From an optimization exercise on the open Yosys and OpenROAD flow, aimed at small area; shortcuts taken in it are not production practice.
The RTL was checked by simulation tests, not by an equivalence proof against the original design.
No activity file was given, so power comes from the tool's default toggle rates.

$ cat design/flow/flow/run.sh
#!/bin/bash
# Own layout flow: the standard flow, with these changes:
#  - synthesis maps the logic with the ABC script in flow/abc.script (a
#    mapping to a 2 ns delay target with area recovery) instead of ORFS's;
#    the rest of the standard synthesis (synth_recipe.tcl) is unchanged, so
#    registers keep their names;
#  - flow/make_vars.txt adds make variables to the layout steps (one per
#    line): the cell buffer_ports puts on every port (a small plain buffer
#    instead of the default delay cell) and the clock tree options (small
#    clock buffers, no dummy loads).
# Each tool's output goes to a log file in the folder this runs in.
set -euo pipefail
W=$PWD
F=$W/flow
sed 's|log_cmd abc {\*}\$abc_args|log_cmd abc {*}[lreplace $abc_args 1 1 '"$F"'/abc.script]|' \
    "$FLOW_HOME/scripts/synth.tcl" > "$W/own_synth_core.tcl"
grep -q "$F/abc.script" "$W/own_synth_core.tcl"
sed "s|source \$::env(SCRIPTS_DIR)/synth.tcl|source $W/own_synth_core.tcl|" \
    "$W/synth_recipe.tcl" > "$W/own_synth.tcl"
grep -q "own_synth_core.tcl" "$W/own_synth.tcl"
bash "$W/standard.sh" "SYNTH_SCRIPT=$W/own_synth.tcl" synth > "$W/own_synth.log" 2>&1
EXTRA=()
while read -r line; do
    [[ -z "$line" || "$line" == \#* ]] || EXTRA+=("$line")
done < "$F/make_vars.txt"
bash "$W/standard.sh" "${EXTRA[@]}" finish > "$W/own_layout.log" 2>&1
$ cat design/flow/flow/abc.script
strash
dch
map -D 2000
topo
stime -c
buffer -c
upsize -D 2000 -c
dnsize -D 2000 -c
$ cat design/flow/flow/make_vars.txt
# extra make variables for the layout, one per line
BUFFER_PORTS_ARGS=-buffer_cell sky130_fd_sc_hd__buf_1
CTS_ARGS=-sink_clustering_enable -repair_clock_nets -buf_list sky130_fd_sc_hd__clkbuf_8 -dont_use_dummy_load
$ cat design/flow/standard.sh
#!/bin/bash
# synth_recipe.tcl (not shown) runs the flow's synth.tcl, then flattens the netlist and writes it again
# the make line also repeats each setting of config.mk as NAME=value (left out here)
make -C /OpenROAD-flow-scripts/flow DESIGN_CONFIG=/design/flow/config.mk WORK_HOME=/design/flow/orfs CLKGATE_MAP_FILE= SYNTH_SCRIPT=/design/flow/synth_recipe.tcl "${@:-finish}"
$ cat design/flow/config.mk
export PLATFORM = sky130hd
export DESIGN_NAME = Median_Finder_9inputs_8bits
export DESIGN_NICKNAME = Median_Finder_9inputs_8bits
export VERILOG_FILES = /design/flow/design.v
export SDC_FILE = /design/flow/constraint.sdc
export NUM_CORES = 4
export LEC_CHECK = 0
export ABC_AREA = 1
export CAP_MARGIN = 20
export CORE_MARGIN = 2
export CORE_UTILIZATION = 40
export CTS_BUF_LIST = sky130_fd_sc_hd__clkbuf_8
export GPL_TIMING_DRIVEN = 0
export SLEW_MARGIN = 20
$ cat design/flow/constraint.sdc
create_clock -name core_clock -period 2.5 [get_ports {clk}]
set_input_delay 0.5000 -clock core_clock [delete_from_list [all_inputs] [get_ports {clk}]]
set_output_delay 0.5000 -clock core_clock [all_outputs]
set_load 0.01 [all_outputs]
$ cat design/flow/design.v
module Median_Finder_9inputs_8bits(
    output wire [7:0] median_pixel,
    output wire       out_valid,
    input  wire [7:0] pixel0, pixel1, pixel2,
    input  wire [7:0] pixel3, pixel4, pixel5,
    input  wire [7:0] pixel6, pixel7, pixel8,
    input  wire       in_valid,
    input  wire       rst,
    input  wire       clk
);
    reg [2:0] valid_q;
    always @(posedge clk) begin
        if (rst) valid_q <= 3'b0;
        else     valid_q <= {valid_q[1:0], in_valid};
    end
    assign out_valid = valid_q[2];
    wire [7:0] x0_0 = pixel0, x0_1 = pixel1, x0_2 = pixel2;
    wire [7:0] x0_3 = pixel3, x0_4 = pixel4, x0_5 = pixel5;
    wire [7:0] x0_6 = pixel6, x0_7 = pixel7, x0_8 = pixel8;
    wire [2:0] d0_0 = x0_0[7:5];
    wire [2:0] d0_1 = x0_1[7:5];
    wire [2:0] d0_2 = x0_2[7:5];
    wire [2:0] d0_3 = x0_3[7:5];
    wire [2:0] d0_4 = x0_4[7:5];
    wire [2:0] d0_5 = x0_5[7:5];
    wire [2:0] d0_6 = x0_6[7:5];
    wire [2:0] d0_7 = x0_7[7:5];
    wire [2:0] d0_8 = x0_8[7:5];
    wire c0_1 = maj9({(d0_8[2] | (d0_8[1] | d0_8[0])), (d0_7[2] | (d0_7[1] | d0_7[0])), (d0_6[2] | (d0_6[1] | d0_6[0])), (d0_5[2] | (d0_5[1] | d0_5[0])), (d0_4[2] | (d0_4[1] | d0_4[0])), (d0_3[2] | (d0_3[1] | d0_3[0])), (d0_2[2] | (d0_2[1] | d0_2[0])), (d0_1[2] | (d0_1[1] | d0_1[0])), (d0_0[2] | (d0_0[1] | d0_0[0]))});
    wire c0_2 = maj9({(d0_8[2] | d0_8[1]), (d0_7[2] | d0_7[1]), (d0_6[2] | d0_6[1]), (d0_5[2] | d0_5[1]), (d0_4[2] | d0_4[1]), (d0_3[2] | d0_3[1]), (d0_2[2] | d0_2[1]), (d0_1[2] | d0_1[1]), (d0_0[2] | d0_0[1])});
    wire c0_3 = maj9({(d0_8[2] | (d0_8[1] & d0_8[0])), (d0_7[2] | (d0_7[1] & d0_7[0])), (d0_6[2] | (d0_6[1] & d0_6[0])), (d0_5[2] | (d0_5[1] & d0_5[0])), (d0_4[2] | (d0_4[1] & d0_4[0])), (d0_3[2] | (d0_3[1] & d0_3[0])), (d0_2[2] | (d0_2[1] & d0_2[0])), (d0_1[2] | (d0_1[1] & d0_1[0])), (d0_0[2] | (d0_0[1] & d0_0[0]))});
    wire c0_4 = maj9({d0_8[2], d0_7[2], d0_6[2], d0_5[2], d0_4[2], d0_3[2], d0_2[2], d0_1[2], d0_0[2]});
    wire c0_5 = maj9({(d0_8[2] & (d0_8[1] | d0_8[0])), (d0_7[2] & (d0_7[1] | d0_7[0])), (d0_6[2] & (d0_6[1] | d0_6[0])), (d0_5[2] & (d0_5[1] | d0_5[0])), (d0_4[2] & (d0_4[1] | d0_4[0])), (d0_3[2] & (d0_3[1] | d0_3[0])), (d0_2[2] & (d0_2[1] | d0_2[0])), (d0_1[2] & (d0_1[1] | d0_1[0])), (d0_0[2] & (d0_0[1] | d0_0[0]))});
    wire c0_6 = maj9({(d0_8[2] & d0_8[1]), (d0_7[2] & d0_7[1]), (d0_6[2] & d0_6[1]), (d0_5[2] & d0_5[1]), (d0_4[2] & d0_4[1]), (d0_3[2] & d0_3[1]), (d0_2[2] & d0_2[1]), (d0_1[2] & d0_1[1]), (d0_0[2] & d0_0[1])});
    wire c0_7 = maj9({(d0_8[2] & (d0_8[1] & d0_8[0])), (d0_7[2] & (d0_7[1] & d0_7[0])), (d0_6[2] & (d0_6[1] & d0_6[0])), (d0_5[2] & (d0_5[1] & d0_5[0])), (d0_4[2] & (d0_4[1] & d0_4[0])), (d0_3[2] & (d0_3[1] & d0_3[0])), (d0_2[2] & (d0_2[1] & d0_2[0])), (d0_1[2] & (d0_1[1] & d0_1[0])), (d0_0[2] & (d0_0[1] & d0_0[0]))});
    wire [2:0] D0;
    assign D0[2] = c0_4;
    assign D0[1] = (D0[2] ? c0_6 : c0_2);
    assign D0[0] = (D0[2] ? (D0[1] ? c0_7 : c0_5) : (D0[1] ? c0_3 : c0_1));
    reg [4:0] xr1_0, xr1_1, xr1_2, xr1_3, xr1_4, xr1_5, xr1_6, xr1_7, xr1_8;
    wire gt0_0 = (((d0_0[2] & ~D0[2]) | (~(~d0_0[2] & D0[2]) & d0_0[1] & ~D0[1])) | (~((~d0_0[2] & D0[2]) | (~(d0_0[2] & ~D0[2]) & ~d0_0[1] & D0[1])) & d0_0[0] & ~D0[0]));
    wire lt0_0 = (((~d0_0[2] & D0[2]) | (~(d0_0[2] & ~D0[2]) & ~d0_0[1] & D0[1])) | (~((d0_0[2] & ~D0[2]) | (~(~d0_0[2] & D0[2]) & d0_0[1] & ~D0[1])) & ~d0_0[0] & D0[0]));
    wire [4:0] x1_0 = ~xr1_0;
    wire gt0_1 = (((d0_1[2] & ~D0[2]) | (~(~d0_1[2] & D0[2]) & d0_1[1] & ~D0[1])) | (~((~d0_1[2] & D0[2]) | (~(d0_1[2] & ~D0[2]) & ~d0_1[1] & D0[1])) & d0_1[0] & ~D0[0]));
    wire lt0_1 = (((~d0_1[2] & D0[2]) | (~(d0_1[2] & ~D0[2]) & ~d0_1[1] & D0[1])) | (~((d0_1[2] & ~D0[2]) | (~(~d0_1[2] & D0[2]) & d0_1[1] & ~D0[1])) & ~d0_1[0] & D0[0]));
    wire [4:0] x1_1 = ~xr1_1;
    wire gt0_2 = (((d0_2[2] & ~D0[2]) | (~(~d0_2[2] & D0[2]) & d0_2[1] & ~D0[1])) | (~((~d0_2[2] & D0[2]) | (~(d0_2[2] & ~D0[2]) & ~d0_2[1] & D0[1])) & d0_2[0] & ~D0[0]));
    wire lt0_2 = (((~d0_2[2] & D0[2]) | (~(d0_2[2] & ~D0[2]) & ~d0_2[1] & D0[1])) | (~((d0_2[2] & ~D0[2]) | (~(~d0_2[2] & D0[2]) & d0_2[1] & ~D0[1])) & ~d0_2[0] & D0[0]));
    wire [4:0] x1_2 = ~xr1_2;
    wire gt0_3 = (((d0_3[2] & ~D0[2]) | (~(~d0_3[2] & D0[2]) & d0_3[1] & ~D0[1])) | (~((~d0_3[2] & D0[2]) | (~(d0_3[2] & ~D0[2]) & ~d0_3[1] & D0[1])) & d0_3[0] & ~D0[0]));
    wire lt0_3 = (((~d0_3[2] & D0[2]) | (~(d0_3[2] & ~D0[2]) & ~d0_3[1] & D0[1])) | (~((d0_3[2] & ~D0[2]) | (~(~d0_3[2] & D0[2]) & d0_3[1] & ~D0[1])) & ~d0_3[0] & D0[0]));
    wire [4:0] x1_3 = ~xr1_3;
    wire gt0_4 = (((d0_4[2] & ~D0[2]) | (~(~d0_4[2] & D0[2]) & d0_4[1] & ~D0[1])) | (~((~d0_4[2] & D0[2]) | (~(d0_4[2] & ~D0[2]) & ~d0_4[1] & D0[1])) & d0_4[0] & ~D0[0]));
    wire lt0_4 = (((~d0_4[2] & D0[2]) | (~(d0_4[2] & ~D0[2]) & ~d0_4[1] & D0[1])) | (~((d0_4[2] & ~D0[2]) | (~(~d0_4[2] & D0[2]) & d0_4[1] & ~D0[1])) & ~d0_4[0] & D0[0]));
    wire [4:0] x1_4 = ~xr1_4;
    wire gt0_5 = (((d0_5[2] & ~D0[2]) | (~(~d0_5[2] & D0[2]) & d0_5[1] & ~D0[1])) | (~((~d0_5[2] & D0[2]) | (~(d0_5[2] & ~D0[2]) & ~d0_5[1] & D0[1])) & d0_5[0] & ~D0[0]));
    wire lt0_5 = (((~d0_5[2] & D0[2]) | (~(d0_5[2] & ~D0[2]) & ~d0_5[1] & D0[1])) | (~((d0_5[2] & ~D0[2]) | (~(~d0_5[2] & D0[2]) & d0_5[1] & ~D0[1])) & ~d0_5[0] & D0[0]));
    wire [4:0] x1_5 = ~xr1_5;
    wire gt0_6 = (((d0_6[2] & ~D0[2]) | (~(~d0_6[2] & D0[2]) & d0_6[1] & ~D0[1])) | (~((~d0_6[2] & D0[2]) | (~(d0_6[2] & ~D0[2]) & ~d0_6[1] & D0[1])) & d0_6[0] & ~D0[0]));
    wire lt0_6 = (((~d0_6[2] & D0[2]) | (~(d0_6[2] & ~D0[2]) & ~d0_6[1] & D0[1])) | (~((d0_6[2] & ~D0[2]) | (~(~d0_6[2] & D0[2]) & d0_6[1] & ~D0[1])) & ~d0_6[0] & D0[0]));
    wire [4:0] x1_6 = ~xr1_6;
    wire gt0_7 = (((d0_7[2] & ~D0[2]) | (~(~d0_7[2] & D0[2]) & d0_7[1] & ~D0[1])) | (~((~d0_7[2] & D0[2]) | (~(d0_7[2] & ~D0[2]) & ~d0_7[1] & D0[1])) & d0_7[0] & ~D0[0]));
    wire lt0_7 = (((~d0_7[2] & D0[2]) | (~(d0_7[2] & ~D0[2]) & ~d0_7[1] & D0[1])) | (~((d0_7[2] & ~D0[2]) | (~(~d0_7[2] & D0[2]) & d0_7[1] & ~D0[1])) & ~d0_7[0] & D0[0]));
    wire [4:0] x1_7 = ~xr1_7;
    wire gt0_8 = (((d0_8[2] & ~D0[2]) | (~(~d0_8[2] & D0[2]) & d0_8[1] & ~D0[1])) | (~((~d0_8[2] & D0[2]) | (~(d0_8[2] & ~D0[2]) & ~d0_8[1] & D0[1])) & d0_8[0] & ~D0[0]));
    wire lt0_8 = (((~d0_8[2] & D0[2]) | (~(d0_8[2] & ~D0[2]) & ~d0_8[1] & D0[1])) | (~((d0_8[2] & ~D0[2]) | (~(~d0_8[2] & D0[2]) & d0_8[1] & ~D0[1])) & ~d0_8[0] & D0[0]));
    wire [4:0] x1_8 = ~xr1_8;
    always @(posedge clk) begin
        xr1_0 <= ~(({5{gt0_0}} | x0_0[4:0]) & ~{5{lt0_0}});
        xr1_1 <= ~(({5{gt0_1}} | x0_1[4:0]) & ~{5{lt0_1}});
        xr1_2 <= ~(({5{gt0_2}} | x0_2[4:0]) & ~{5{lt0_2}});
        xr1_3 <= ~(({5{gt0_3}} | x0_3[4:0]) & ~{5{lt0_3}});
        xr1_4 <= ~(({5{gt0_4}} | x0_4[4:0]) & ~{5{lt0_4}});
        xr1_5 <= ~(({5{gt0_5}} | x0_5[4:0]) & ~{5{lt0_5}});
        xr1_6 <= ~(({5{gt0_6}} | x0_6[4:0]) & ~{5{lt0_6}});
        xr1_7 <= ~(({5{gt0_7}} | x0_7[4:0]) & ~{5{lt0_7}});
        xr1_8 <= ~(({5{gt0_8}} | x0_8[4:0]) & ~{5{lt0_8}});
    end
    reg [2:0] mr0;
    always @(posedge clk) mr0 <= D0;
    wire [1:0] d1_0 = x1_0[4:3];
    wire [1:0] d1_1 = x1_1[4:3];
    wire [1:0] d1_2 = x1_2[4:3];
    wire [1:0] d1_3 = x1_3[4:3];
    wire [1:0] d1_4 = x1_4[4:3];
    wire [1:0] d1_5 = x1_5[4:3];
    wire [1:0] d1_6 = x1_6[4:3];
    wire [1:0] d1_7 = x1_7[4:3];
    wire [1:0] d1_8 = x1_8[4:3];
    wire c1_1 = maj9({(d1_8[1] | d1_8[0]), (d1_7[1] | d1_7[0]), (d1_6[1] | d1_6[0]), (d1_5[1] | d1_5[0]), (d1_4[1] | d1_4[0]), (d1_3[1] | d1_3[0]), (d1_2[1] | d1_2[0]), (d1_1[1] | d1_1[0]), (d1_0[1] | d1_0[0])});
    wire c1_2 = maj9({d1_8[1], d1_7[1], d1_6[1], d1_5[1], d1_4[1], d1_3[1], d1_2[1], d1_1[1], d1_0[1]});
    wire c1_3 = maj9({(d1_8[1] & d1_8[0]), (d1_7[1] & d1_7[0]), (d1_6[1] & d1_6[0]), (d1_5[1] & d1_5[0]), (d1_4[1] & d1_4[0]), (d1_3[1] & d1_3[0]), (d1_2[1] & d1_2[0]), (d1_1[1] & d1_1[0]), (d1_0[1] & d1_0[0])});
    wire [1:0] D1;
    assign D1[1] = c1_2;
    assign D1[0] = (D1[1] ? c1_3 : c1_1);
    reg [2:0] xr2_0, xr2_1, xr2_2, xr2_3, xr2_4, xr2_5, xr2_6, xr2_7, xr2_8;
    wire gt1_0 = ((d1_0[1] & ~D1[1]) | (~(~d1_0[1] & D1[1]) & d1_0[0] & ~D1[0]));
    wire lt1_0 = ((~d1_0[1] & D1[1]) | (~(d1_0[1] & ~D1[1]) & ~d1_0[0] & D1[0]));
    wire [2:0] x2_0 = xr2_0;
    wire gt1_1 = ((d1_1[1] & ~D1[1]) | (~(~d1_1[1] & D1[1]) & d1_1[0] & ~D1[0]));
    wire lt1_1 = ((~d1_1[1] & D1[1]) | (~(d1_1[1] & ~D1[1]) & ~d1_1[0] & D1[0]));
    wire [2:0] x2_1 = xr2_1;
    wire gt1_2 = ((d1_2[1] & ~D1[1]) | (~(~d1_2[1] & D1[1]) & d1_2[0] & ~D1[0]));
    wire lt1_2 = ((~d1_2[1] & D1[1]) | (~(d1_2[1] & ~D1[1]) & ~d1_2[0] & D1[0]));
    wire [2:0] x2_2 = xr2_2;
    wire gt1_3 = ((d1_3[1] & ~D1[1]) | (~(~d1_3[1] & D1[1]) & d1_3[0] & ~D1[0]));
    wire lt1_3 = ((~d1_3[1] & D1[1]) | (~(d1_3[1] & ~D1[1]) & ~d1_3[0] & D1[0]));
    wire [2:0] x2_3 = xr2_3;
    wire gt1_4 = ((d1_4[1] & ~D1[1]) | (~(~d1_4[1] & D1[1]) & d1_4[0] & ~D1[0]));
    wire lt1_4 = ((~d1_4[1] & D1[1]) | (~(d1_4[1] & ~D1[1]) & ~d1_4[0] & D1[0]));
    wire [2:0] x2_4 = xr2_4;
    wire gt1_5 = ((d1_5[1] & ~D1[1]) | (~(~d1_5[1] & D1[1]) & d1_5[0] & ~D1[0]));
    wire lt1_5 = ((~d1_5[1] & D1[1]) | (~(d1_5[1] & ~D1[1]) & ~d1_5[0] & D1[0]));
    wire [2:0] x2_5 = xr2_5;
    wire gt1_6 = ((d1_6[1] & ~D1[1]) | (~(~d1_6[1] & D1[1]) & d1_6[0] & ~D1[0]));
    wire lt1_6 = ((~d1_6[1] & D1[1]) | (~(d1_6[1] & ~D1[1]) & ~d1_6[0] & D1[0]));
    wire [2:0] x2_6 = xr2_6;
    wire gt1_7 = ((d1_7[1] & ~D1[1]) | (~(~d1_7[1] & D1[1]) & d1_7[0] & ~D1[0]));
    wire lt1_7 = ((~d1_7[1] & D1[1]) | (~(d1_7[1] & ~D1[1]) & ~d1_7[0] & D1[0]));
    wire [2:0] x2_7 = xr2_7;
    wire gt1_8 = ((d1_8[1] & ~D1[1]) | (~(~d1_8[1] & D1[1]) & d1_8[0] & ~D1[0]));
    wire lt1_8 = ((~d1_8[1] & D1[1]) | (~(d1_8[1] & ~D1[1]) & ~d1_8[0] & D1[0]));
    wire [2:0] x2_8 = xr2_8;
    always @(posedge clk) begin
        xr2_0 <= (({3{gt1_0}} | x1_0[2:0]) & ~{3{lt1_0}});
        xr2_1 <= (({3{gt1_1}} | x1_1[2:0]) & ~{3{lt1_1}});
        xr2_2 <= (({3{gt1_2}} | x1_2[2:0]) & ~{3{lt1_2}});
        xr2_3 <= (({3{gt1_3}} | x1_3[2:0]) & ~{3{lt1_3}});
        xr2_4 <= (({3{gt1_4}} | x1_4[2:0]) & ~{3{lt1_4}});
        xr2_5 <= (({3{gt1_5}} | x1_5[2:0]) & ~{3{lt1_5}});
        xr2_6 <= (({3{gt1_6}} | x1_6[2:0]) & ~{3{lt1_6}});
        xr2_7 <= (({3{gt1_7}} | x1_7[2:0]) & ~{3{lt1_7}});
        xr2_8 <= (({3{gt1_8}} | x1_8[2:0]) & ~{3{lt1_8}});
    end
    reg [4:0] mr1;
    always @(posedge clk) mr1 <= {mr0, D1};
    wire [1:0] d2_0 = x2_0[2:1];
    wire [1:0] d2_1 = x2_1[2:1];
    wire [1:0] d2_2 = x2_2[2:1];
    wire [1:0] d2_3 = x2_3[2:1];
    wire [1:0] d2_4 = x2_4[2:1];
    wire [1:0] d2_5 = x2_5[2:1];
    wire [1:0] d2_6 = x2_6[2:1];
    wire [1:0] d2_7 = x2_7[2:1];
    wire [1:0] d2_8 = x2_8[2:1];
    wire c2_1 = maj9({(d2_8[1] | d2_8[0]), (d2_7[1] | d2_7[0]), (d2_6[1] | d2_6[0]), (d2_5[1] | d2_5[0]), (d2_4[1] | d2_4[0]), (d2_3[1] | d2_3[0]), (d2_2[1] | d2_2[0]), (d2_1[1] | d2_1[0]), (d2_0[1] | d2_0[0])});
    wire c2_2 = maj9({d2_8[1], d2_7[1], d2_6[1], d2_5[1], d2_4[1], d2_3[1], d2_2[1], d2_1[1], d2_0[1]});
    wire c2_3 = maj9({(d2_8[1] & d2_8[0]), (d2_7[1] & d2_7[0]), (d2_6[1] & d2_6[0]), (d2_5[1] & d2_5[0]), (d2_4[1] & d2_4[0]), (d2_3[1] & d2_3[0]), (d2_2[1] & d2_2[0]), (d2_1[1] & d2_1[0]), (d2_0[1] & d2_0[0])});
    wire [1:0] D2;
    assign D2[1] = c2_2;
    assign D2[0] = (D2[1] ? c2_3 : c2_1);
    reg [0:0] xr3_0, xr3_1, xr3_2, xr3_3, xr3_4, xr3_5, xr3_6, xr3_7, xr3_8;
    wire gt2_0 = ((d2_0[1] & ~D2[1]) | (~(~d2_0[1] & D2[1]) & d2_0[0] & ~D2[0]));
    wire lt2_0 = ((~d2_0[1] & D2[1]) | (~(d2_0[1] & ~D2[1]) & ~d2_0[0] & D2[0]));
    wire [0:0] x3_0 = ~xr3_0;
    wire gt2_1 = ((d2_1[1] & ~D2[1]) | (~(~d2_1[1] & D2[1]) & d2_1[0] & ~D2[0]));
    wire lt2_1 = ((~d2_1[1] & D2[1]) | (~(d2_1[1] & ~D2[1]) & ~d2_1[0] & D2[0]));
    wire [0:0] x3_1 = ~xr3_1;
    wire gt2_2 = ((d2_2[1] & ~D2[1]) | (~(~d2_2[1] & D2[1]) & d2_2[0] & ~D2[0]));
    wire lt2_2 = ((~d2_2[1] & D2[1]) | (~(d2_2[1] & ~D2[1]) & ~d2_2[0] & D2[0]));
    wire [0:0] x3_2 = ~xr3_2;
    wire gt2_3 = ((d2_3[1] & ~D2[1]) | (~(~d2_3[1] & D2[1]) & d2_3[0] & ~D2[0]));
    wire lt2_3 = ((~d2_3[1] & D2[1]) | (~(d2_3[1] & ~D2[1]) & ~d2_3[0] & D2[0]));
    wire [0:0] x3_3 = ~xr3_3;
    wire gt2_4 = ((d2_4[1] & ~D2[1]) | (~(~d2_4[1] & D2[1]) & d2_4[0] & ~D2[0]));
    wire lt2_4 = ((~d2_4[1] & D2[1]) | (~(d2_4[1] & ~D2[1]) & ~d2_4[0] & D2[0]));
    wire [0:0] x3_4 = ~xr3_4;
    wire gt2_5 = ((d2_5[1] & ~D2[1]) | (~(~d2_5[1] & D2[1]) & d2_5[0] & ~D2[0]));
    wire lt2_5 = ((~d2_5[1] & D2[1]) | (~(d2_5[1] & ~D2[1]) & ~d2_5[0] & D2[0]));
    wire [0:0] x3_5 = ~xr3_5;
    wire gt2_6 = ((d2_6[1] & ~D2[1]) | (~(~d2_6[1] & D2[1]) & d2_6[0] & ~D2[0]));
    wire lt2_6 = ((~d2_6[1] & D2[1]) | (~(d2_6[1] & ~D2[1]) & ~d2_6[0] & D2[0]));
    wire [0:0] x3_6 = ~xr3_6;
    wire gt2_7 = ((d2_7[1] & ~D2[1]) | (~(~d2_7[1] & D2[1]) & d2_7[0] & ~D2[0]));
    wire lt2_7 = ((~d2_7[1] & D2[1]) | (~(d2_7[1] & ~D2[1]) & ~d2_7[0] & D2[0]));
    wire [0:0] x3_7 = ~xr3_7;
    wire gt2_8 = ((d2_8[1] & ~D2[1]) | (~(~d2_8[1] & D2[1]) & d2_8[0] & ~D2[0]));
    wire lt2_8 = ((~d2_8[1] & D2[1]) | (~(d2_8[1] & ~D2[1]) & ~d2_8[0] & D2[0]));
    wire [0:0] x3_8 = ~xr3_8;
    always @(posedge clk) begin
        xr3_0 <= ~(({1{gt2_0}} | x2_0[0:0]) & ~{1{lt2_0}});
        xr3_1 <= ~(({1{gt2_1}} | x2_1[0:0]) & ~{1{lt2_1}});
        xr3_2 <= ~(({1{gt2_2}} | x2_2[0:0]) & ~{1{lt2_2}});
        xr3_3 <= ~(({1{gt2_3}} | x2_3[0:0]) & ~{1{lt2_3}});
        xr3_4 <= ~(({1{gt2_4}} | x2_4[0:0]) & ~{1{lt2_4}});
        xr3_5 <= ~(({1{gt2_5}} | x2_5[0:0]) & ~{1{lt2_5}});
        xr3_6 <= ~(({1{gt2_6}} | x2_6[0:0]) & ~{1{lt2_6}});
        xr3_7 <= ~(({1{gt2_7}} | x2_7[0:0]) & ~{1{lt2_7}});
        xr3_8 <= ~(({1{gt2_8}} | x2_8[0:0]) & ~{1{lt2_8}});
    end
    reg [6:0] mr2;
    always @(posedge clk) mr2 <= {mr1, D2};
    wire [0:0] d3_0 = x3_0[0:0];
    wire [0:0] d3_1 = x3_1[0:0];
    wire [0:0] d3_2 = x3_2[0:0];
    wire [0:0] d3_3 = x3_3[0:0];
    wire [0:0] d3_4 = x3_4[0:0];
    wire [0:0] d3_5 = x3_5[0:0];
    wire [0:0] d3_6 = x3_6[0:0];
    wire [0:0] d3_7 = x3_7[0:0];
    wire [0:0] d3_8 = x3_8[0:0];
    wire c3_1 = maj9({d3_8[0], d3_7[0], d3_6[0], d3_5[0], d3_4[0], d3_3[0], d3_2[0], d3_1[0], d3_0[0]});
    wire [0:0] D3;
    assign D3[0] = c3_1;
    assign median_pixel = {mr2, D3};
    function maj9(input [8:0] v);
        begin
            maj9 = maj3((&v[2:0]) | (&v[5:3]) | (&v[8:6]),
                        (|v[2:0]) & (|v[5:3]) & (|v[8:6]),
                        maj3(maj3(v[0], v[1], v[2]), maj3(v[3], v[4], v[5]),
                             maj3(v[6], v[7], v[8])));
        end
    endfunction
    function maj3(input a, input b, input c);
        maj3 = (a & b) | (b & c) | (a & c);
    endfunction
endmodule
==> summary.txt, run 1 <==
Run status
- run status: complete, no violations

Drt
- vias after detailed routing: 5653
- Remaining DRCs: 0
- Iteration-0 DRC Markers: 329
- WL final: 16000 µm
- Post-DRT Antenna Nets: 0
- via count normalized by instance count: 5.41
- Initial DRT Pass Iterations: 5
- WL/cell: 15.4 µm

Worst setup path
- dominant delay contributor by cell family on the critical path: adder cells
- critical path data arrival time: 2.69 ns
- worst reg2reg path startpoint: xr1_1[4]
- highest cell delay on the worst timing path: 0.40 ns
- type of the worst setup path: primary input to flop
- slowest stage cell on the critical path: sky130_fd_sc_hd__maj3_1
- Critical Path Fanout Max: 6
- path depth of the worst reg2reg path: 11
- setup slack of the worst register-to-register path: 0.21 ns
- worst path required time: 2.73 ns
- CP Buf/Inv Count: 3
- ordered list of cells on the worst path: buf_2 > inv_2 > a21oi_1 > maj3_1 > maj3_1 > maj3_1 > o21ai_4 > nand2_4 > clkbuf_16 > o21ai_4 > o21ai_0
- crit end category: flop
- worst flop-to-flop path endpoint: xr2_8[0]
- cell repeated most along the worst path: sky130_fd_sc_hd__maj3_1
- startpoint kind of the worst setup timing path: primary input

Placed design
- post-placement cell area: 0.00579 mm²
- post-detail-place hpwl: 12600 µm
- last weighted congestion value of the routability-driven placer: 0.996
- count of input and output buffers: 79

Layout
- Net count, final: 949
- final core utilization: 0.499
- Layout Cell Area excl Fill: 0.00637 mm²
- most common cell after layout, fill and taps aside: sky130_fd_sc_hd__nor2_1
- most used cells in the layout excluding fill and tap cells: sky130_fd_sc_hd__nor2_1, sky130_fd_sc_hd__nand2_1, sky130_fd_sc_hd__dfxtp_1
- final antenna diode count: 0
- layout overhead on the synthesized area: 20.7%
- ratio of cells with drive above 1 in the final layout: 0.151

Logic synthesis
- Net Count, Synth: 852
- combined area of all synthesized cells: 0.00528 mm²
- predominant post-synthesis flop cell: sky130_fd_sc_hd__dfxtp_1
- YS warnings: 1
- count of flip-flops with a built-in enable after synthesis: 0
- register bit count reported by yosys: 99
- Post-Syn Area per Cell: 6.79 µm²
- part of the Yosys area used for sequential elements: 0.375
- unique cell type count in the Yosys netlist: 38
- post-synthesis cell count: 777
- fraction of synthesis flops using an asynchronous set or reset pin: 0

Die
- core area: 0.0128 mm²
- vertical extent of the die: 119 µm
- Die Outline Area: 0.0141 mm²
- starting density of the core: 0.413
- number of standard-cell rows in the floorplan: 41
- top-level I/O count: 84
- DIE WIDTH: 119 µm

STA
- clock skew after layout: 0.0227 ns
- pin slew with the least headroom to its limit: 0.495 ns
- final worst path period need: 2.46 ns
- part of the cycle the worst path needs: 0.982
- setup violators final: 0
- RSZ-0062 raised after global routing: true
- number of pins with negative max-slew slack in the final report: 0
- hold violation total from the final report: 0
- highest achievable clock rate: 407 MHz
- worst relative slew slack: 0.668

GRT
- Tot GR Track Use: 0.225
- initial antenna violation count: 0
- maximum number of pins on one net before global-route repair: 17
- remaining global-route overflow: 0
- via count of the first global-routing pass: 5474
- wire length of the first global-routing pass: 25700 µm

Hold path
- worst hold path class: primary input to flop
- destination of the worst hold path: xr1_1[2]
- Worst Hold Path Cells: 2
- Hold Startpoint: pixel1[2]

Pwr
- ratio of total power to cell area: 1090 mW/mm²
- maximum VDD drop: 406 µV
- standby leakage power: 0.00257 µW

Clock tree
- number of clock sinks: 99
- number of buffers added by the clock tree synthesis step: 9
- clock tree from TritonCTS: built
- hold buffer count at CTS: 0
- Worst-Skew Late Latency: 0.36 ns
- CTS Root Buffer Type: sky130_fd_sc_hd__clkbuf_8
- H-tree depth reported by CTS: 3
- buffers from clock root to sink, at most: 2
- clock slew seen by the registers of the worst setup and hold paths: 0.09 ns

Run
- max-cap viol count: 0

layer usage:
metal | routed length (µm) | global-route usage
met1 | 6680 | 0.256
met3 | 690 | 0.0354
met5 | 0 | 0
met2 | 8120 | 0.412
met4 | 549 | 0.102
cells in the mapped netlist (all sizes together) (3+ instances only):
cell type,instances,area (µm²)
buf,8,55.1
a22oi,8,60.1
and2,3,18.8
o22ai,6,37.5
a221oi,7,61.3
o221ai,4,35.0
inv,87,329
maj3,18,186
nand3,12,60.1
nor3,20,100
nor2,152,571
o21a,12,90.1
nor4,4,25.0
dfxtp,99,1980
o31ai,11,82.6
o21ai,95,509
clkbuf,5,18.8
o211ai,3,22.5
nand2,104,393
a21oi,94,470
a31oi,14,87.6
worst register-to-register path, stage by stage (launching register included):
cell                       delay [ns]
sky130_fd_sc_hd__dfxtp_2         0.36
sky130_fd_sc_hd__nor2_1          0.19
sky130_fd_sc_hd__o21ai_1         0.12
sky130_fd_sc_hd__nor2_1          0.10
sky130_fd_sc_hd__a21oi_1         0.05
sky130_fd_sc_hd__a221o_1         0.25
sky130_fd_sc_hd__o21ai_0         0.12
sky130_fd_sc_hd__buf_4           0.24
sky130_fd_sc_hd__clkbuf_4        0.24
sky130_fd_sc_hd__nand2_1         0.15
sky130_fd_sc_hd__a31oi_2         0.27
sky130_fd_sc_hd__a21oi_1         0.10
power by group:
group	internal, µW	switching [µW]	leakage, µW
Combinational	1280	2270	0.00167
Clock	323	469	0.0000647
Sequential	2190	402	0.000832
Total	3790	3150	0.00257
final cells by class:
class	instances	area, µm²
Buffer	13	100
Timing Repair Buffer	86	384
Multi-Input combinational cell	577	3210
Inverter	88	343
Clock buffer	9	124
Tap cell	172	215
Fill cell	1299	6400
Sequential cell	99	1990
registers in the layout, indices dropped and copies added (netlist names), 5 cells and up:
| signal | cells |
|---|---|
| xr1_3 | 5 |
| xr1_0 | 5 |
| xr1_5 | 5 |
| xr1_1 | 5 |
| xr1_7 | 5 |
| mr1 | 5 |
| xr1_2 | 5 |
| xr1_4 | 5 |
| mr2 | 7 |
| xr1_6 | 5 |
| xr1_8 | 5 |
what timing repair did:
item / 4_1_cts / 5_1_grt
buffers inserted: 1 / 4
gates resized for setup: 30 / 110
gates cloned: 0 / 2
endpoints found under the hold margin: 0 / 0
pin swaps: 1 / 8
endpoints found under the setup margin: 81 / 81
kinds of logic (layout without fill, tap and decap cells):
logic type               count (synthesis)  in the layout  synth area share
flip-flops                              99             99             0.375
AO/OA/AOI/OAI                          261            261             0.288
AND/OR/NAND/NOR                        298            298             0.225
adder cells (fa/ha/maj)                 18             18            0.0353
buffers and inverters                  101            196            0.0770
how the worst max path moves through the flow:
stage               from  endpoint  slack (ns)  cells after the start
2_1_floorplan  pixel1[7]  xr1_1[0]       0.007                     11
3_3_place_gp   pixel5[7]  xr1_5[4]       -0.62                     15
3_5_place_dp   pixel8[7]  xr1_5[4]       -0.68                     15
4_1_cts        pixel2[7]  xr1_5[4]      -0.007                     13
5_1_grt        pixel8[7]  xr1_4[4]       -0.08                     13
6_report       pixel8[7]  xr1_7[4]        0.04                     11
stage by stage:
stage / std cells / setup WS [ns] / hold WS, ns / power (µW) / setup TNS [ns]
floorplan: 777 / 0.00653 / 0.310 / 4800 / 0
global placement: 1028 / -0.620 / 0.310 / 5650 / -33.14
detailed placement: 1028 / -0.676 / 0.312 / 5730 / -35.81
CTS: 1038 / -0.00739 / 0.285 / 6630 / -0.00739
global route: 1044 / -0.0841 / 0.293 / 7560 / -1.25
finish: 1044 / 0.0448 / 0.298 / 6940 / 0
==> run 2: changes to the inputs <==
==> design/flow/flow/abc.script (replaced) <==
strash
dch
map -D 1800
topo
stime -c
buffer -c
upsize -D 1800 -c
dnsize -D 1800 -c
==> summary.txt, run 2 <==
Worst setup path
- crit end category: output port
- worst path required time: 2.00 ns
- startpoint kind of the worst setup timing path: flop
- critical path data arrival time: 1.89 ns
- type of the worst setup path: flop to output port
- path depth of the worst reg2reg path: 11
- Critical Path Fanout Max: 3

Logic synthesis
- fraction of synthesis flops using an asynchronous set or reset pin: 0
- most area-hungry cell type in the Yosys netlist: sky130_fd_sc_hd__dfxtp_1
- count of flip-flops with a built-in enable after synthesis: 0
- combined area of all synthesized cells: 0.00539 mm²
- part of the Yosys area used for sequential elements: 0.368
- Synth top area share: 0.368
- YS warnings: 1
- most common library cells after synthesis: sky130_fd_sc_hd__nor2_1, sky130_fd_sc_hd__nand2_1, sky130_fd_sc_hd__dfxtp_1
- unique cell type count in the Yosys netlist: 43
- post-synthesis cell count: 770
- Post-Syn Area per Cell: 6.99 µm²
- Net Count, Synth: 845
- dominant cells by area after synthesis: sky130_fd_sc_hd__dfxtp_1, sky130_fd_sc_hd__nor2_1, sky130_fd_sc_hd__nand2_1, sky130_fd_sc_hd__a21oi_1, sky130_fd_sc_hd__inv_1
- register bit count reported by yosys: 99
- predominant post-synthesis flop cell: sky130_fd_sc_hd__dfxtp_1
- most common cell in the synthesized netlist: sky130_fd_sc_hd__nor2_1

STA
- number of pins with negative max-slew slack in the final report: 0
- final worst path period need: 2.39 ns
- highest achievable clock rate: 418 MHz
- final sum of negative setup slack: 0 ns
- hold violation total from the final report: 0
- pin slew with the least headroom to its limit: 0.479 ns
- setup violators final: 0
- minimum setup slack in the final design: 0.108 ns
- clock skew after layout: 0.0199 ns
- part of the cycle the worst path needs: 0.957
- RSZ-0062 raised after global routing: false
- worst relative slew slack: 0.678

Die
- DIE WIDTH: 120 µm
- starting density of the core: 0.408
- vertical extent of the die: 120 µm
- core area: 0.0132 mm²
- Die Outline Area: 0.0144 mm²
- top-level I/O count: 84
- number of standard-cell rows in the floorplan: 42

Hold path
- Worst Hold Path Cells: 2
- worst hold path class: primary input to flop

Placed design
- placement-stage worst setup slack: -0.373 ns
- count of input and output buffers: 83
- post-detail-place hpwl: 11700 µm
- post-placement cell area: 0.00592 mm²
- last weighted congestion value of the routability-driven placer: 0.899

Pwr
- ratio of total power to cell area: 1090 mW/mm²
- total power of the final layout: 6710 µW
- maximum VDD drop: 376 µV
- standby leakage power: 0.00249 µW

Layout
- Net count, final: 938
- most used cells in the layout excluding fill and tap cells: sky130_fd_sc_hd__nor2_1, sky130_fd_sc_hd__nand2_1, sky130_fd_sc_hd__dfxtp_1
- register bank with the most flops: mr2
- ratio of cells with drive above 1 in the final layout: 0.127
- Layout Cell Area excl Fill: 0.00614 mm²
- most common cell after layout, fill and taps aside: sky130_fd_sc_hd__nor2_1
- Largest register FFs: 7
- number of fill cells in the layout: 1358
- final antenna diode count: 0
- layout overhead on the synthesized area: 14.0%

GRT
- GRT met1 Usage: 0.246
- wire length of the first global-routing pass: 23600 µm
- routing usage on met3: 0.0361
- maximum number of pins on one net before global-route repair: 20
- met2 GRT Util: 0.371
- remaining global-route overflow: 0
- via count of the first global-routing pass: 5084
- Tot GR Track Use: 0.204
- initial antenna violation count: 0
- grt peak-use layer: met2

Clock tree
- post-CTS setup-driven buffer insertion count: 0
- buffers from clock root to sink, at most: 2
- number of clock sinks: 99
- CTS Root Buffer Type: sky130_fd_sc_hd__clkbuf_8
- number of buffers added by the clock tree synthesis step: 9
- Worst-Skew Late Latency: 0.37 ns
- H-tree depth reported by CTS: 3
- clock slew seen by the registers of the worst setup and hold paths: 0.09 ns
- clock tree from TritonCTS: built

Drt
- via count normalized by instance count: 5.10
- Initial DRT Pass Iterations: 4
- WL final: 14200 µm
- WL/cell: 13.7 µm
- vias after detailed routing: 5291
- Post-DRT Antenna Nets: 0
- Remaining DRCs: 0
- Iteration-0 DRC Markers: 235

Run status
- run status: complete, no violations

Run
- max-cap viol count: 0

-- run 2: cell count changes after synthesis, sizes merged, moves of 2 or more --
cell	delta
inv	-9
nand2	+16
nor2	-4
nor4	-4
clkbuf	-3
nor3	+5
a22oi	-2
-- run 2: repair_timing --
action	CTS	global route
hold buffers	0	0
endpoints found under the hold margin	0	0
resized for setup	2	48
pin swaps	0	4
setup endpoints to repair	34	81
-- run 2: area by class of cell --
type | instances | area (µm²) | share of cell area
Tap cell | 176 | 220 | 0.0359
Inverter | 78 | 300 | 0.0489
Clock buffer | 9 | 124 | 0.0202
Sequential cell | 99 | 1980 | 0.323
Multi-Input combinational cell | 583 | 3110 | 0.507
Buffer | 9 | 75.1 | 0.0122
Timing Repair Buffer | 83 | 322 | 0.0524
-- run 2: worst paths after layout --
| path | start | endpoint | slack (ns) |
|---|---|---|---|
| setup / recovery | xr3_1 | median_pixel[0] | 0.11 |
| hold reg to reg | mr0[0] | mr1[2] | 0.32 |
| hold / removal | pixel7[1] | xr1_7[1] | 0.29 |
| setup reg to reg | xr1_8[4] | xr2_8[2] | 0.24 |
-- run 2: report_power, final --
group	leakage (µW)	switching (µW)	total, µW	internal, µW
logic	0.00159	2120	3330	1210
clock network	0.0000647	474	797	323
registers	0.000833	391	2580	2190
-- run 2: worst max-delay path, cell delays in order (launching register included) --
cell and delay [ns]:
sky130_fd_sc_hd__dfxtp_1 0.35, sky130_fd_sc_hd__nand2_1 0.07, sky130_fd_sc_hd__nand2_1 0.06, sky130_fd_sc_hd__o21ai_0 0.10, sky130_fd_sc_hd__maj3_1 0.36, sky130_fd_sc_hd__maj3_1 0.33, sky130_fd_sc_hd__buf_4 0.13, sky130_fd_sc_hd__buf_1 0.11
-- run 2: through the flow --
| stage | util | hold slack, ns | instances |
|---|---|---|---|
| after floorplan | - | 0.310 | 770 |
| after global placement | 0.449 | 0.311 | 1029 |
| final | 0.465 | 0.292 | 1037 |
| after global routing | 0.465 | 0.287 | 1037 |
| after detailed placement | 0.449 | 0.312 | 1029 |
| after CTS | 0.458 | 0.272 | 1037 |
-- run 2: cells by family after synthesis --
family / synth area share
flip-flops: 0.368
AND/OR/NAND/NOR: 0.226
AO/OA/AOI/OAI: 0.303
buffers and inverters: 0.0676
adder cells (fa/ha/maj): 0.0353
-- run 2: metal layers --
layer	vias up	routed length, µm	part of all wire
li1	2809	-	-
met1	2400	6320	0.44
met2	66	7310	0.51
met3	16	406	0.029
met4	0	193	0.014
met5	-	0	0
==> run 3: changes to the inputs <==
--- a/design/flow/flow/run.sh
+++ b/design/flow/flow/run.sh
@@ -2,5 +2,5 @@
 # Own layout flow: the standard flow, with these changes:
 #  - synthesis maps the logic with the ABC script in flow/abc.script (a
-#    mapping to a 2 ns delay target with area recovery) instead of ORFS's;
+#    mapping to a 1.8 ns delay target with area recovery) instead of ORFS's;
 #    the rest of the standard synthesis (synth_recipe.tcl) is unchanged, so
 #    registers keep their names;
==> design/flow/flow/make_vars.txt (replaced) <==
# extra make variables for the layout, one per line
BUFFER_PORTS_ARGS=-buffer_cell sky130_fd_sc_hd__buf_1
CTS_ARGS=-sink_clustering_enable -repair_clock_nets -buf_list sky130_fd_sc_hd__clkbuf_8 -dont_use_dummy_load
RECOVER_POWER=100
==> summary.txt, run 3 <==
Drt
- Post-DRT Antenna Nets: 0
- via count normalized by instance count: 5.14
- Iteration-0 DRC Markers: 240
- WL final: 14200 µm
- Remaining DRCs: 0
- WL/cell: 13.7 µm
- vias after detailed routing: 5325
- Initial DRT Pass Iterations: 5

Logic synthesis
- most area-hungry cell type in the Yosys netlist: sky130_fd_sc_hd__dfxtp_1
- count of flip-flops with a built-in enable after synthesis: 0
- Post-Syn Area per Cell: 6.99 µm²
- YS warnings: 1
- most common cell in the synthesized netlist: sky130_fd_sc_hd__nor2_1
- Synth top area share: 0.368
- combined area of all synthesized cells: 0.00539 mm²
- unique cell type count in the Yosys netlist: 43
- part of the Yosys area used for sequential elements: 0.368
- predominant post-synthesis flop cell: sky130_fd_sc_hd__dfxtp_1
- fraction of synthesis flops using an asynchronous set or reset pin: 0
- Net Count, Synth: 845
- post-synthesis cell count: 770
- register bit count reported by yosys: 99
- most common library cells after synthesis: sky130_fd_sc_hd__nor2_1, sky130_fd_sc_hd__nand2_1, sky130_fd_sc_hd__dfxtp_1
- dominant cells by area after synthesis: sky130_fd_sc_hd__dfxtp_1, sky130_fd_sc_hd__nor2_1, sky130_fd_sc_hd__nand2_1, sky130_fd_sc_hd__a21oi_1, sky130_fd_sc_hd__inv_1

GRT
- Tot GR Track Use: 0.204
- via count of the first global-routing pass: 5084
- remaining global-route overflow: 0
- wire length of the first global-routing pass: 23600 µm
- maximum number of pins on one net before global-route repair: 20
- initial antenna violation count: 0

Die
- Die Outline Area: 0.0144 mm²
- core area: 0.0132 mm²
- top-level I/O count: 84
- number of standard-cell rows in the floorplan: 42
- DIE WIDTH: 120 µm
- starting density of the core: 0.408
- vertical extent of the die: 120 µm

Hold path
- worst hold path class: primary input to flop

Worst setup path
- critical path data arrival time: 1.89 ns
- worst flop-to-flop path endpoint: xr2_8[2]
- crit end category: output port
- setup slack of the worst register-to-register path: 0.24 ns
- worst reg2reg path startpoint: xr1_8[4]
- type of the worst setup path: flop to output port
- worst path required time: 2.00 ns
- Critical Path Fanout Max: 3
- CP startpoint: xr3_1
- worst setup path endpoint: median_pixel[0]
- path depth of the worst reg2reg path: 11
- startpoint kind of the worst setup timing path: flop

STA
- setup violators final: 0
- highest achievable clock rate: 418 MHz
- final worst path period need: 2.39 ns
- number of pins with negative max-slew slack in the final report: 0
- pin slew with the least headroom to its limit: 0.479 ns
- worst relative slew slack: 0.678
- clock skew after layout: 0.0200 ns
- part of the cycle the worst path needs: 0.958
- hold violation total from the final report: 0
- minimum setup slack in the final design: 0.106 ns

Clock tree
- clock tree from TritonCTS: built
- H-tree depth reported by CTS: 3
- CTS Root Buffer Type: sky130_fd_sc_hd__clkbuf_8
- number of buffers added by the clock tree synthesis step: 9
- hold buffer count at CTS: 0
- buffers from clock root to sink, at most: 2
- Worst-Skew Late Latency: 0.38 ns
- clock slew seen by the registers of the worst setup and hold paths: 0.09 ns
- post-CTS setup-driven buffer insertion count: 0
- number of clock sinks: 99

Layout
- layout overhead on the synthesized area: 13.8%
- register bank with the most flops: mr2
- final antenna diode count: 0
- area taken by multi-input logic gates: 0.00310 mm²
- final core utilization: 0.464
- FF/Latch Area: 0.00198 mm²
- most used cells in the layout excluding fill and tap cells: sky130_fd_sc_hd__nor2_1, sky130_fd_sc_hd__nand2_1, sky130_fd_sc_hd__dfxtp_1
- Largest register FFs: 7
- ratio of cells with drive above 1 in the final layout: 0.124
- number of fill cells in the layout: 1360
- most common cell after layout, fill and taps aside: sky130_fd_sc_hd__nor2_1
- Net count, final: 938

Placed design
- count of input and output buffers: 83
- last weighted congestion value of the routability-driven placer: 0.899
- post-detail-place hpwl: 11700 µm
- placement-stage worst setup slack: -0.373 ns

Run
- max-cap viol count: 0

Pwr
- standby leakage power: 0.00249 µW
- ratio of total power to cell area: 1090 mW/mm²
- switching part of the total: 0.445
- cell-internal power: 3720 µW
- relative contribution of combinational cells to total power: 0.495
- maximum VDD drop: 378 µV
- P_sw: 2980 µW
- share of total power in the clock network: 0.119
- total power of the final layout: 6700 µW
- Reg power frac: 0.386

Run status
- run status: complete, no violations

## run 3: cell counts after synthesis
Identical to the previous run, type by type.
## run 3: worst min path at each step
stage	from	end	depth (start not counted)
final	pixel7[1]	xr1_7[1]	2
after detailed placement	mr0[2]	mr1[4]	0
after CTS	pixel7[1]	xr1_7[1]	2
after floorplan	mr0[0]	mr1[2]	0
after global placement	mr0[0]	mr1[2]	0
after global routing	pixel1[1]	xr1_1[1]	2
## run 3: cells by family (layout without fill, tap and decap cells)
| family | count (synthesis) | after routing | share of synthesized area |
|---|---|---|---|
| AND/OR/NAND/NOR | 308 | 308 | 0.226 |
| AO/OA/AOI/OAI | 257 | 257 | 0.303 |
| flip-flops | 99 | 99 | 0.368 |
| buffers and inverters | 88 | 179 | 0.0676 |
| adder cells (fa/ha/maj) | 18 | 18 | 0.0353 |
## run 3: layout make-up
cell class | instances | share of cell area
multi-input cells | 583 | 0.506
flip-flops and latches | 99 | 0.324
repair buffers | 83 | 0.0525
inverters | 78 | 0.0490
well taps | 176 | 0.0359
clock buffers | 9 | 0.0202
plain buffers | 9 | 0.0123
## run 3: metrics by stage
stage | hold WS [ns] | cells | setup TNS, ns | instance area [µm²]
3_3_place_gp | 0.311 | 1029 | -18.81 | 5920
2_1_floorplan | 0.310 | 770 | 0 | 5390
4_1_cts | 0.272 | 1037 | 0 | 6050
6_report | 0.291 | 1037 | 0 | 6130
3_5_place_dp | 0.312 | 1029 | -18.26 | 5920
5_1_grt | 0.287 | 1037 | -0.00139 | 6130
## run 3: worst max-delay path, cell delays in order (launching register included)
cell and delay (ns):
sky130_fd_sc_hd__dfxtp_1 0.35, sky130_fd_sc_hd__nand2_1 0.07, sky130_fd_sc_hd__nand2_1 0.06, sky130_fd_sc_hd__o21ai_0 0.10, sky130_fd_sc_hd__maj3_1 0.36, sky130_fd_sc_hd__maj3_1 0.33
sky130_fd_sc_hd__buf_4 0.13, sky130_fd_sc_hd__buf_1 0.11
## run 3: metal layers
| metal | GRT usage | vias up | part of all wire |
|---|---|---|---|
| met4 | 0.0559 | 0 | 0.018 |
| met3 | 0.0361 | 19 | 0.030 |
| met2 | 0.371 | 87 | 0.51 |
| met1 | 0.246 | 2412 | 0.44 |
| li1 | - | 2807 | - |
| met5 | 0 | - | 0 |
## run 3: timing repair
item,CTS,global route
pin swaps,0,4
gates resized for setup,2,48
endpoints found under the setup margin,34,81
## run 3: power groups by stage
stage | Clock [µW] | Combinational, µW | Sequential [µW]
finish | 797 | 3320 | 2580
detailed placement | 0 | 3190 | 2630
global placement | 0 | 3170 | 2620
floorplan | 0 | 2410 | 2510
global route | 895 | 3800 | 2670
CTS | 827 | 3200 | 2590
==> run 4: changes to the inputs <==
==> design/flow/flow/abc.script (replaced) <==
strash
dch
map -D 1800
topo
stime -c
buffer -c
dnsize -D 1800 -c
==> design/flow/flow/make_vars.txt (replaced) <==
# extra make variables for the layout, one per line
BUFFER_PORTS_ARGS=-buffer_cell sky130_fd_sc_hd__buf_1
CTS_ARGS=-sink_clustering_enable -repair_clock_nets -buf_list sky130_fd_sc_hd__clkbuf_8 -dont_use_dummy_load
==> summary.txt, run 4 <==
Run status
- run status: complete, no violations

Clock tree
- H-tree depth reported by CTS: 3
- hold buffer count at CTS: 0
- clock slew seen by the registers of the worst setup and hold paths: 0.08 ns
- number of buffers added by the clock tree synthesis step: 9
- clock tree from TritonCTS: built
- number of clock sinks: 99
- CTS Root Buffer Type: sky130_fd_sc_hd__clkbuf_8
- buffers from clock root to sink, at most: 2
- Worst-Skew Late Latency: 0.37 ns

Worst setup path
- cell repeated most along the worst path: sky130_fd_sc_hd__maj3_1
- worst path required time: 2.79 ns
- Critical Path Fanout Max: 5
- path depth of the worst reg2reg path: 11
- ordered list of cells on the worst path: buf_2 > nor3_2 > maj3_1 > maj3_1 > maj3_1 > o211ai_1 > nand2_1 > nand2_4 > clkbuf_16 > o21ai_4 > o21ai_1
- highest cell delay on the worst timing path: 0.36 ns
- type of the worst setup path: primary input to flop
- Crit. path cell count: 11
- slowest stage cell on the critical path: sky130_fd_sc_hd__maj3_1
- worst reg2reg path startpoint: xr1_8[4]
- critical path data arrival time: 2.74 ns
- worst flop-to-flop path endpoint: xr2_6[2]
- dominant delay contributor by cell family on the critical path: adder cells
- setup slack of the worst register-to-register path: 0.14 ns
- startpoint kind of the worst setup timing path: primary input
- CP Buf/Inv Count: 2
- crit end category: flop

Logic synthesis
- share of the synthesized area in compound gates (AO/OA/AOI/OAI): 0.281
- Post-Syn Area per Cell: 6.71 µm²
- count of flip-flops with a built-in enable after synthesis: 0
- fraction of synthesis flops using an asynchronous set or reset pin: 0
- most common cell in the synthesized netlist: sky130_fd_sc_hd__nor2_1
- adder and majority cell fraction of the synthesized area: 0.0349
- Net Count, Synth: 845
- most common library cells after synthesis: sky130_fd_sc_hd__nor2_1, sky130_fd_sc_hd__nand2_1, sky130_fd_sc_hd__dfxtp_1
- part of the Yosys area used for sequential elements: 0.384
- portion of netlist area occupied by mux cells: 0
- register bit count reported by yosys: 99
- most area-hungry cell type in the Yosys netlist: sky130_fd_sc_hd__dfxtp_1
- parity-gate share of the synthesized area counting xor and xnor cells: 0
- unique cell type count in the Yosys netlist: 29
- dominant cells by area after synthesis: sky130_fd_sc_hd__dfxtp_1, sky130_fd_sc_hd__nor2_1, sky130_fd_sc_hd__o21ai_0, sky130_fd_sc_hd__a21oi_1, sky130_fd_sc_hd__nand2_1
- predominant post-synthesis flop cell: sky130_fd_sc_hd__dfxtp_1
- post-synthesis cell count: 770
- combinational family with the most area after synthesis: compound AO/OA/AOI/OAI gates
- Synth top area share: 0.384
- synthesized-area fraction occupied by and/or/nand/nor cells: 0.234
- combined area of all synthesized cells: 0.00517 mm²
- YS warnings: 1

STA
- number of pins with negative max-slew slack in the final report: 0
- setup violators final: 0
- part of the cycle the worst path needs: 0.979
- clock skew after layout: 0.0157 ns
- hold violation total from the final report: 0
- highest achievable clock rate: 408 MHz
- pin slew with the least headroom to its limit: 0.526 ns
- final sum of negative setup slack: 0 ns
- worst relative slew slack: 0.645
- final worst path period need: 2.45 ns
- Hold WS: 0.292 ns
- RSZ-0062 raised after global routing: true

Die
- number of standard-cell rows in the floorplan: 41
- Die Outline Area: 0.0138 mm²
- DIE WIDTH: 118 µm
- top-level I/O count: 84
- core area: 0.0126 mm²
- starting density of the core: 0.409
- vertical extent of the die: 118 µm

Hold path
- Worst Hold Path Cells: 2
- Hold Startpoint: pixel1[2]
- worst hold path class: primary input to flop
- destination of the worst hold path: xr1_1[2]

Placed design
- count of input and output buffers: 83
- post-placement cell area: 0.00569 mm²
- Cell Count Post-Placement: 1025
- last weighted congestion value of the routability-driven placer: 0.948
- post-detail-place hpwl: 12400 µm

Pwr
- total power of the final layout: 6950 µW
- standby leakage power: 0.00263 µW
- maximum VDD drop: 464 µV
- ratio of total power to cell area: 1070 mW/mm²

GRT
- maximum number of pins on one net before global-route repair: 16
- initial antenna violation count: 0
- remaining global-route overflow: 0
- via count of the first global-routing pass: 5287
- Tot GR Track Use: 0.221
- wire length of the first global-routing pass: 24400 µm

Drt
- WL final: 15700 µm
- Initial DRT Pass Iterations: 5
- via count normalized by instance count: 5.31
- Remaining DRCs: 0
- WL/cell: 15.0 µm
- Iteration-0 DRC Markers: 343
- vias after detailed routing: 5563
- Post-DRT Antenna Nets: 0

Layout
- most used cells in the layout excluding fill and tap cells: sky130_fd_sc_hd__nor2_1, sky130_fd_sc_hd__nand2_1, sky130_fd_sc_hd__dfxtp_1
- Layout Cell Area excl Fill: 0.00650 mm²
- ratio of cells with drive above 1 in the final layout: 0.192
- Largest register FFs: 7
- layout overhead on the synthesized area: 25.8%
- Cell Count, Final, Fillers Out: 1047
- final antenna diode count: 0
- most common cell after layout, fill and taps aside: sky130_fd_sc_hd__nor2_1
- register bank with the most flops: mr2
- Net count, final: 952

Run
- max-cap viol count: 0

-- run 4: cell count changes in the layout (fill, tap and decap cells not counted), moves of 7 or more --
cell,delta
sky130_fd_sc_hd__buf_4,+16
sky130_fd_sc_hd__nor2_1,-8
sky130_fd_sc_hd__o21ai_1,-10
sky130_fd_sc_hd__o21ai_0,+7
sky130_fd_sc_hd__buf_1,-15
sky130_fd_sc_hd__a21oi_1,-11
sky130_fd_sc_hd__clkbuf_4,+7
-- run 4: per-layer routing --
layer | share of wire | global-route usage | vias to the layer above
met4 | 0.044 | 0.111 | 0
li1 | - | - | 2848
met2 | 0.52 | 0.417 | 154
met5 | 0 | 0 | -
met3 | 0.038 | 0.0271 | 46
met1 | 0.39 | 0.242 | 2515
-- run 4: layout make-up --
cell class	instances	area, µm²
fill	1304	6120
sequential	99	1990
timing repair buffer	95	472
buffer	10	87.6
timing repair inverter	1	6.26
clock buffer	9	124
inverter	78	322
multi-input combinational	583	3290
tap	172	215
-- run 4: cells by family after synthesis --
family	Yosys count
simple gates	308
compound gates	257
fa+ha+maj	18
flops	99
buf+inv	88
-- run 4: worst register-to-register path, stage by stage (launching register included) --
cell,delay [ns]
sky130_fd_sc_hd__dfxtp_2,0.40
sky130_fd_sc_hd__inv_1,0.09
sky130_fd_sc_hd__a221oi_1,0.36
sky130_fd_sc_hd__a221o_1,0.21
sky130_fd_sc_hd__o21ai_0,0.11
sky130_fd_sc_hd__a21oi_1,0.14
sky130_fd_sc_hd__nand2_1,0.06
sky130_fd_sc_hd__nand2_1,0.08
sky130_fd_sc_hd__clkinv_2,0.16
sky130_fd_sc_hd__buf_4,0.24
sky130_fd_sc_hd__a31oi_1,0.24
sky130_fd_sc_hd__a21oi_1,0.12
-- run 4: worst max path at each step --
stage | slack, ns | end | start
5_1_grt | -0.05 | xr2_6[1] | xr1_6[4]
3_3_place_gp | -0.77 | xr1_3[4] | pixel7[7]
4_1_cts | 0.009 | xr1_0[2] | pixel7[6]
3_5_place_dp | -0.83 | xr1_3[1] | pixel7[7]
6_report | 0.05 | xr1_3[1] | pixel3[6]
2_1_floorplan | -0.05 | xr1_0[0] | pixel1[7]
-- run 4: through the flow --
stage	setup slack [ns]	util
after floorplan	-0.0488	-
after global placement	-0.774	0.451
final	0.0518	0.515
after CTS	0.00915	0.471
after detailed placement	-0.825	0.451
after global routing	-0.0457	0.515
-- run 4: where the power goes --
group	total (µW)	internal, µW	leakage (µW)	switching (µW)
combinational	3560	1310	0.00173	2250
sequential	2600	2200	0.000833	401
clock	786	323	0.0000647	464
-- run 4: repair_timing --
| action | 4_1_cts | 5_1_grt |
|---|---|---|
| buffers inserted | 1 | 10 |
| pin swaps | 2 | 22 |
| endpoints found under the setup margin | 81 | 82 |
| resized for setup | 58 | 193 |
| cloned | 0 | 2 |
==> run 5: changes to the inputs <==
==> design/flow/flow/abc.script (replaced) <==
strash
dch
map -D 1800
topo
stime -c
buffer -c
upsize -D 1800 -c
dnsize -D 1800 -c
==> summary.txt, run 5 <==
Run status
- run status: complete, no violations

Layout
- most used cells in the layout excluding fill and tap cells: sky130_fd_sc_hd__nor2_1, sky130_fd_sc_hd__nand2_1, sky130_fd_sc_hd__dfxtp_1
- ratio of cells with drive above 1 in the final layout: 0.127
- Largest register FFs: 7
- Net count, final: 938
- final antenna diode count: 0
- most common cell after layout, fill and taps aside: sky130_fd_sc_hd__nor2_1
- layout overhead on the synthesized area: 14.0%
- Layout Cell Area excl Fill: 0.00614 mm²
- number of fill cells in the layout: 1358
- register bank with the most flops: mr2

Drt
- WL final: 14200 µm
- uppermost routed layer: met4
- Remaining DRCs: 0
- Post-DRT Antenna Nets: 0
- Initial DRT Pass Iterations: 4
- routed wire length on met2: 7310 µm
- Iteration-0 DRC Markers: 235
- detailed-route wire length on metal 1: 6320 µm
- vias after detailed routing: 5291
- WL/cell: 13.7 µm
- via count normalized by instance count: 5.10
- detailed route wirelength on metal3: 406 µm

Logic synthesis
- Synth top area share: 0.368
- parity-gate share of the synthesized area counting xor and xnor cells: 0
- most common cell in the synthesized netlist: sky130_fd_sc_hd__nor2_1
- combinational family with the most area after synthesis: compound AO/OA/AOI/OAI gates
- Net Count, Synth: 845
- post-synthesis cell count: 770
- YS warnings: 1
- most area-hungry cell type in the Yosys netlist: sky130_fd_sc_hd__dfxtp_1
- unique cell type count in the Yosys netlist: 43
- adder and majority cell fraction of the synthesized area: 0.0353
- Post-Syn Area per Cell: 6.99 µm²
- portion of netlist area occupied by mux cells: 0
- combined area of all synthesized cells: 0.00539 mm²
- most common library cells after synthesis: sky130_fd_sc_hd__nor2_1, sky130_fd_sc_hd__nand2_1, sky130_fd_sc_hd__dfxtp_1
- synthesized-area fraction occupied by and/or/nand/nor cells: 0.226
- predominant post-synthesis flop cell: sky130_fd_sc_hd__dfxtp_1
- dominant cells by area after synthesis: sky130_fd_sc_hd__dfxtp_1, sky130_fd_sc_hd__nor2_1, sky130_fd_sc_hd__nand2_1, sky130_fd_sc_hd__a21oi_1, sky130_fd_sc_hd__inv_1
- part of the Yosys area used for sequential elements: 0.368
- fraction of synthesis flops using an asynchronous set or reset pin: 0
- count of flip-flops with a built-in enable after synthesis: 0
- share of the synthesized area in compound gates (AO/OA/AOI/OAI): 0.303
- register bit count reported by yosys: 99

Run
- max-cap viol count: 0

Worst setup path
- setup slack of the worst register-to-register path: 0.24 ns
- ordered list of cells on the worst path: nand2_1 > nand2_1 > o21ai_0 > maj3_1 > maj3_1 > buf_4 > buf_1
- path depth of the worst reg2reg path: 11
- worst flop-to-flop path endpoint: xr2_8[2]
- worst path required time: 2.00 ns
- Critical Path Fanout Max: 3
- dominant delay contributor by cell family on the critical path: adder cells
- slowest stage cell on the critical path: sky130_fd_sc_hd__maj3_1
- CP Buf/Inv Count: 2
- type of the worst setup path: flop to output port
- critical path data arrival time: 1.89 ns
- crit end category: output port
- highest cell delay on the worst timing path: 0.36 ns
- worst reg2reg path startpoint: xr1_8[4]
- startpoint kind of the worst setup timing path: flop

STA
- pin slew with the least headroom to its limit: 0.479 ns
- setup violators final: 0
- hold violation total from the final report: 0
- final sum of negative setup slack: 0 ns
- part of the cycle the worst path needs: 0.957
- RSZ-0062 raised after global routing: false
- highest achievable clock rate: 418 MHz
- worst relative slew slack: 0.678
- number of pins with negative max-slew slack in the final report: 0
- final worst path period need: 2.39 ns
- clock skew after layout: 0.0199 ns

Clock tree
- number of clock sinks: 99
- H-tree depth reported by CTS: 3
- clock tree from TritonCTS: built
- Worst-Skew Late Latency: 0.37 ns
- clock slew seen by the registers of the worst setup and hold paths: 0.09 ns
- CTS Root Buffer Type: sky130_fd_sc_hd__clkbuf_8
- hold buffer count at CTS: 0
- number of buffers added by the clock tree synthesis step: 9
- buffers from clock root to sink, at most: 2
- post-CTS setup-driven buffer insertion count: 0

GRT
- initial antenna violation count: 0
- via count of the first global-routing pass: 5084
- remaining global-route overflow: 0
- Tot GR Track Use: 0.204
- wire length of the first global-routing pass: 23600 µm
- maximum number of pins on one net before global-route repair: 20

Hold path
- worst hold path class: primary input to flop
- Hold Startpoint: pixel7[1]
- destination of the worst hold path: xr1_7[1]
- Worst Hold Path Cells: 2

Placed design
- post-placement cell area: 0.00592 mm²
- post-detail-place hpwl: 11700 µm
- count of input and output buffers: 83
- last weighted congestion value of the routability-driven placer: 0.899

Die
- number of standard-cell rows in the floorplan: 42
- top-level I/O count: 84
- DIE WIDTH: 120 µm
- starting density of the core: 0.408
- Die Outline Area: 0.0144 mm²
- vertical extent of the die: 120 µm
- core area: 0.0132 mm²

Pwr
- total power of the final layout: 6710 µW
- standby leakage power: 0.00249 µW
- maximum VDD drop: 376 µV
- ratio of total power to cell area: 1090 mW/mm²

## run 5: area by class of cell
type,instances,area (µm²),share of cell area
Buffer,9,75.1,0.0122
Clock buffer,9,124,0.0202
Inverter,78,300,0.0489
Multi-Input combinational cell,583,3110,0.507
Sequential cell,99,1980,0.323
Tap cell,176,220,0.0359
Timing Repair Buffer,83,322,0.0524
## run 5: what timing repair did
| action | CTS | global route |
|---|---|---|
| resized for setup | 2 | 48 |
| pin swaps | 0 | 4 |
| setup endpoints to repair | 34 | 81 |
## run 5: power by group
part / internal, µW / total (µW) / leakage, µW / switching [µW]
Clock: 323 / 797 / 0.0000647 / 474
Sequential: 2190 / 2580 / 0.000833 / 391
Combinational: 1210 / 3330 / 0.00159 / 2120
## run 5: per-layer routing
| metal | vias to the layer above | global-route usage |
|---|---|---|
| met1 | 2400 | 0.246 |
| met5 | - | 0 |
| met4 | 0 | 0.0559 |
| li1 | 2809 | - |
| met2 | 66 | 0.371 |
| met3 | 16 | 0.0361 |
## run 5: cells by family after synthesis
logic type / count (synthesis)
AOI/OAI and AO/OA: 257
adders and majority gates: 18
buffers and inverters: 88
DFF: 99
and+or+nand+nor: 308
## run 5: worst max-delay path by stage
| stage | startpoint | to | slack (ns) | cells past startpoint |
|---|---|---|---|---|
| after floorplan | pixel7[6] | xr1_4[1] | 0.13 | 10 |
| after global placement | pixel1[7] | xr1_5[4] | -0.37 | 15 |
| after detailed placement | pixel1[7] | xr1_7[3] | -0.37 | 15 |
| after CTS | pixel1[7] | xr1_7[3] | 0.01 | 15 |
| after global routing | pixel6[5] | xr1_5[3] | 0.001 | 11 |
| final | xr3_1 | median_pixel[0] | 0.11 | 7 |
## run 5: per-stage QoR
stage	utilization	instances	hold WS [ns]	setup WS, ns
finish	0.465	1037	0.292	0.108
global route	0.465	1037	0.287	0.00125
CTS	0.458	1037	0.272	0.0150
detailed placement	0.449	1029	0.312	-0.373
global placement	0.449	1029	0.311	-0.373
floorplan	-	770	0.310	0.126
## run 5: worst register-to-register path: stages, from the launching register on
cell and delay, ns:
sky130_fd_sc_hd__dfxtp_1 0.42, sky130_fd_sc_hd__inv_1 0.11, sky130_fd_sc_hd__a221oi_1 0.33, sky130_fd_sc_hd__a221o_1 0.20
sky130_fd_sc_hd__o21ai_0 0.11, sky130_fd_sc_hd__a21oi_1 0.14, sky130_fd_sc_hd__nand2_1 0.06, sky130_fd_sc_hd__nand2_1 0.11
sky130_fd_sc_hd__inv_4 0.09, sky130_fd_sc_hd__buf_4 0.20, sky130_fd_sc_hd__a31oi_1 0.25, sky130_fd_sc_hd__a21oi_1 0.12

[static timing again, ports no longer ideal]
The flow's constraints put no driver on any port. The routed layouts listed below were extracted and timed again, unchanged, in two steps.
Step 1 sets driving cells, clkbuf_16 on the clock port and buf_2 on the other inputs (assumed; they add their load-dependent delay and slew).
Step 2 adds t to the input delays and takes it off the output delays; t is the mean of the earliest and latest rising clock arrival at the registers after step 1. Input paths then give back, and output paths get back, about the clock's delay inside the block.
Slacks: ideal ports / drivers / drivers and shift; pairs: ideal ports / drivers.
run | t (ns) | slack for setup (ns) | latest minus earliest clock arrival (ns)
run 1 | 0.389 | 0.045 / 0.062 / -0.327 | 0.024 / 0.024
run 2 | 0.396 | 0.108 / 0.077 / -0.266 | 0.020 / 0.019
run 3 | 0.397 | 0.106 / 0.075 / -0.280 | 0.020 / 0.020
run 4 | 0.395 | 0.052 / 0.062 / -0.333 | 0.019 / 0.018
run 5 | 0.396 | 0.108 / 0.077 / -0.266 | 0.020 / 0.019
With both steps, setup timing fails in every run listed, where it was met with ideal ports. For run 3, which loses most, drivers alone change the setup slack by -0.031 ns; drivers and shift together by -0.386 ns.
